This design comes from an exercise in tuning for small area and a short achievable clock period on the open sky130 flow, not from production work. The RTL was checked by simulation tests, not by an equivalence proof against the original design. Power and IR drop assume default switching activity.

## hybrid_pwm_sd_2ndorder
module hybrid_pwm_sd_2ndorder #(parameter signalwidth=16)
(
	input clk,
	input reset_n,
	input [signalwidth-1:0] d,
	output q
);
Size in the first run: ~19 I/O pins.
export LEC_CHECK = 0
export ABC_AREA = 1
export CAP_MARGIN = 20
export CORE_MARGIN = 2
export CORE_UTILIZATION = 40
export CTS_BUF_LIST = sky130_fd_sc_hd__clkbuf_8
export SLEW_MARGIN = 20
export SYNTH_HIERARCHICAL = 1
create_clock -name core_clock -period 11.0 [get_ports {clk}]
standard.sh (not shown) runs the stock make flow with config.mk's settings and CLKGATE_MAP_FILE= SYNTH_SCRIPT=/design/flow/synth_recipe.tcl, a recipe that flattens the netlist after the stock synthesis.
==> flow/flow/run.sh <==
#!/bin/bash
# Layout: the standard ORFS flow (standard.sh) with these changes:
#  - adders are left to ABC instead of being mapped to full/half-adder cells
#    (ADDER_MAP_FILE empty); registers are those of the standard synthesis;
#  - timing repair is asked to leave 8.2 ns of setup margin, so that the
#    layout runs well faster than the 11 ns clock (the SDC is unchanged);
set -euo pipefail
bash standard.sh SETUP_SLACK_MARGIN=8.2 "BUFFER_PORTS_ARGS=-buffer_cell sky130_fd_sc_hd__buf_2" ADDER_MAP_FILE= finish > flow_make.log 2>&1
Change:
TNS_END_PERCENT = 0   (was default)
Result: Cell count came out higher by 1.4%. Die area is unchanged. Wire length rose by 2.2%.
Change:
==> flow/flow/run.sh (replaced) <==
#!/bin/bash
# Standard ORFS layout (standard.sh) with three changes: timing repair is
# asked to leave extra setup margin so that the layout runs well faster than
# the clock, the ports get small buffers, and adders are left to ABC instead
# of being mapped to full/half-adder cells (registers are unchanged).
set -euo pipefail
bash standard.sh SETUP_SLACK_MARGIN=8.2 SKIP_GATE_CLONING=1 "BUFFER_PORTS_ARGS=-buffer_cell sky130_fd_sc_hd__buf_2" ADDER_MAP_FILE= finish > flow_make.log 2>&1
TNS_END_PERCENT = default   (was 0)
Result: Non-clock buffer count is lower by 15; wire length shrinks by 1.7%; hold slack gains 0.0063 ns; clock-buffer cell count rose by 1; core utilization is lower by 1.0 points; cell area went down by 2.1%.
Change:
--- a/flow/flow/run.sh
+++ b/flow/flow/run.sh
@@ -7 +7 @@
-bash standard.sh SETUP_SLACK_MARGIN=8.2 SKIP_GATE_CLONING=1 "BUFFER_PORTS_ARGS=-buffer_cell sky130_fd_sc_hd__buf_2" ADDER_MAP_FILE= finish > flow_make.log 2>&1
+bash standard.sh SETUP_SLACK_MARGIN=8.3 "BUFFER_PORTS_ARGS=-buffer_cell sky130_fd_sc_hd__buf_2" ADDER_MAP_FILE= finish > flow_make.log 2>&1
Global-route usage increases by 0.66 points.
Cell count increases by 1.2%.
Worst setup slack barely changes.
Total power grows by 5.5%.
Worst hold slack degrades by 0.0055 ns.
Final area rose by 4.1%.
Routed wire length is higher by 3.1%.

* * *

hybrid_pwm_sd_2ndorder, a different RTL version from the one above (not shown whole).
For scale: about 830 cells after synthesis, ~110 flip-flops, about 19 I/O pins.
clock: 11.0 ns
lec_check: 0
abc_area: 1
cap_margin: 20
core_margin: 2
core_utilization: 40
cts_buf_list: sky130_fd_sc_hd__clkbuf_8
slew_margin: 20
synth_hierarchical: 1
==> flow/flow/run.sh <==
#!/bin/bash
# Standard ORFS layout (standard.sh) with these changes:
#  - synthesis is standard.sh's, except that ABC maps the top module with a
#    delay target (flow/synth.tcl, flow/abc_top.script); registers unchanged;
#  - adders are left to ABC instead of full/half-adder cells;
#  - timing repair is asked to leave extra setup margin, so that the layout
#    runs well faster than the clock;
#  - the ports get small buffers.
# make's output goes to flow_make.log; each step's log is under orfs/logs.
set -euo pipefail
export FLOW_FLOW_DIR="$(pwd)/flow"
bash standard.sh "SYNTH_SCRIPT=$FLOW_FLOW_DIR/synth.tcl" ADDER_MAP_FILE= \
  SETUP_SLACK_MARGIN=7.9 "BUFFER_PORTS_ARGS=-buffer_cell sky130_fd_sc_hd__buf_2" \
  finish > flow_make.log 2>&1
==> flow/flow/abc_top.script <==
strash
dch
map -D 2500
topo
stime -c
buffer -c
upsize -c
dnsize -c
==> flow/flow/synth.tcl <==
# synth_recipe.tcl (standard.sh's synthesis script) with one change: ABC maps
# the top module with abc_top.script (the flow's area script, given a delay
# target) and the input-side carry tree (carry16, mux2x) with the flow's own
# script. Registers and names are those of the standard synthesis.
proc synth {args} { yosys synth -nofsm -noshare {*}$args }
proc abc {args} {
  set i [lsearch -exact $args -script]
  set rest $args
  lset rest [expr {$i + 1}] $::env(FLOW_FLOW_DIR)/abc_top.script
  yosys abc {*}$args carry16 mux2x
  yosys abc {*}$rest hybrid_pwm_sd_2ndorder
}
source $::env(SCRIPTS_DIR)/synth.tcl
# left out here: clear keep_hierarchy, flatten, clean up, hide names made inside functions, write 1_2_yosys.v
Change:
==> flow/flow/run.sh (replaced) <==
#!/bin/bash
# Standard ORFS layout (standard.sh) with three changes: timing repair is
# asked to leave extra setup margin so that the layout runs well faster than
# the clock, the ports get small buffers, and adders are left to ABC instead
# of being mapped to full/half-adder cells (registers are unchanged).
set -euo pipefail
bash standard.sh SETUP_SLACK_MARGIN=7.9 "BUFFER_PORTS_ARGS=-buffer_cell sky130_fd_sc_hd__buf_2" ADDER_MAP_FILE= finish > flow_make.log 2>&1
removed: flow/flow/abc_top.script
removed: flow/flow/synth.tcl
=>
- non-clock buffer count decreases by 21
- cell area increases by 4.0%
- worst setup slack is better by 0.19 ns
- synthesized area increases by about 8%

* * *

hybrid_pwm_sd_2ndorder again, from the RTL that the note above started with.
clock: 11.0 ns
lec_check: 0
abc_area: 1
cap_margin: 20
core_margin: 2
core_utilization: 40
cts_buf_list: sky130_fd_sc_hd__clkbuf_8
slew_margin: 20
synth_hierarchical: 1
tns_end_percent: 0
==> flow/flow/run.sh <==
#!/bin/bash
# Standard ORFS layout (standard.sh) with three changes: timing repair is
# asked to leave extra setup margin so that the layout runs well faster than
# the clock, the ports get small buffers, and adders are left to ABC instead
# of being mapped to full/half-adder cells (registers are unchanged).
set -euo pipefail
bash standard.sh SETUP_SLACK_MARGIN=8.0 "BUFFER_PORTS_ARGS=-buffer_cell sky130_fd_sc_hd__buf_2" ADDER_MAP_FILE= finish > flow_make.log 2>&1
The starting point finished with timing, DRC and antenna clean.
Edit:
--- a/flow/flow/run.sh
+++ b/flow/flow/run.sh
@@ -6,2 +6,2 @@
 set -euo pipefail
-bash standard.sh SETUP_SLACK_MARGIN=8.0 "BUFFER_PORTS_ARGS=-buffer_cell sky130_fd_sc_hd__buf_2" ADDER_MAP_FILE= finish > flow_make.log 2>&1
+bash standard.sh SETUP_SLACK_MARGIN=8.1 "BUFFER_PORTS_ARGS=-buffer_cell sky130_fd_sc_hd__buf_2" ADDER_MAP_FILE= finish > flow_make.log 2>&1
Settings changed: CORE_UTILIZATION 40 to 60, TNS_END_PERCENT 0 to default.
Clock skew shrinks by 0.0036 ns.
Design area shrinks slightly.
Utilization grows by 22 points.
Total power hardly moves.
Worst setup slack improved by 0.031 ns.
Critical path depth stays the same.
Wire length grows slightly.
Edit:
--- a/flow/flow/run.sh
+++ b/flow/flow/run.sh
@@ -6,2 +6,2 @@
 set -euo pipefail
-bash standard.sh SETUP_SLACK_MARGIN=8.1 "BUFFER_PORTS_ARGS=-buffer_cell sky130_fd_sc_hd__buf_2" ADDER_MAP_FILE= finish > flow_make.log 2>&1
+bash standard.sh SETUP_SLACK_MARGIN=8.0 "BUFFER_PORTS_ARGS=-buffer_cell sky130_fd_sc_hd__buf_2" ADDER_MAP_FILE= finish > flow_make.log 2>&1
Settings changed: CORE_UTILIZATION 60 to 40.
Outcome:
- fmax came out lower by 0.86%
- wire length came out lower by 0.31%
- die area came out higher by 48%
Edit:
--- a/flow/flow/run.sh
+++ b/flow/flow/run.sh
@@ -6,2 +6,2 @@
 set -euo pipefail
-bash standard.sh SETUP_SLACK_MARGIN=8.0 "BUFFER_PORTS_ARGS=-buffer_cell sky130_fd_sc_hd__buf_2" ADDER_MAP_FILE= finish > flow_make.log 2>&1
+bash standard.sh SETUP_SLACK_MARGIN=7.7 "BUFFER_PORTS_ARGS=-buffer_cell sky130_fd_sc_hd__buf_2" ADDER_MAP_FILE= finish > flow_make.log 2>&1
Outcome: The changed run finished clean. First-iteration DRC count is higher by 12%. Worst setup slack got worse by 0.17 ns. Via count is lower by 2.0%. Cell count is lower by 1.2%. Count of clock-buffer cells in the layout stays the same. Sequential power barely changes. Global-route usage hardly moves.

## separate check: timing with driven ports
How much do the figures lean on ideal ports? The routed layouts below were timed once more, with nothing changed but the port constraints. Step 1: set_driving_cell puts a clkbuf_16 on clk and a buf_2 on each other input, an assumption about the parent block. Step 2 adds t to the input delays and takes it off the output delays; t is the mean of the earliest and latest rising clock arrival at the registers after step 1. Input paths then give back, and output paths get back, about the clock's delay inside the block. Slacks: ideal ports / drivers / drivers and shift; pairs: ideal ports / drivers.
| run | t, ns | setup slack, ns | hold slack, ns | worst setup path after step 2 |
|---|---|---|---|---|
| the first run of note 1 | 0.417 | 7.970 / 7.935 / 7.614 | 0.425 / 0.425 / 0.425 | input to register |
| the second run of note 1 | 0.428 | 7.966 / 7.926 / 7.626 | 0.419 / 0.419 / 0.419 | input to register |
| the third run of note 1 | 0.417 | 7.969 / 7.934 / 7.605 | 0.425 / 0.425 / 0.425 | input to register |
| the fourth run of note 1 | 0.421 | 7.969 / 7.930 / 7.571 | 0.420 / 0.420 / 0.420 | input to register |
| the first run of note 2 | 0.428 | 7.719 / 7.719 / 7.526 | 0.407 / 0.407 / 0.407 | input to register |
| the second run of note 2 | 0.425 | 7.907 / 7.869 / 7.606 | 0.426 / 0.426 / 0.426 | input to register |
| the first run of note 3 | 0.429 | 7.903 / 7.864 / 7.598 | 0.429 / 0.429 / 0.429 | input to register |
| the second run of note 3 | 0.409 | 7.934 / 7.897 / 7.656 | 0.427 / 0.427 / 0.427 | input to register |
| the third run of note 3 | 0.425 | 7.908 / 7.869 / 7.613 | 0.430 / 0.430 / 0.430 | input to register |
| the fourth run of note 3 | 0.426 | 7.734 / 7.696 / 7.429 | 0.425 / 0.425 / 0.425 | input to register |
After both steps every run listed still meets setup and hold. The setup slack of the fourth run of note 1, which loses most, moves by -0.039 ns with the drivers and by -0.398 ns with both steps.
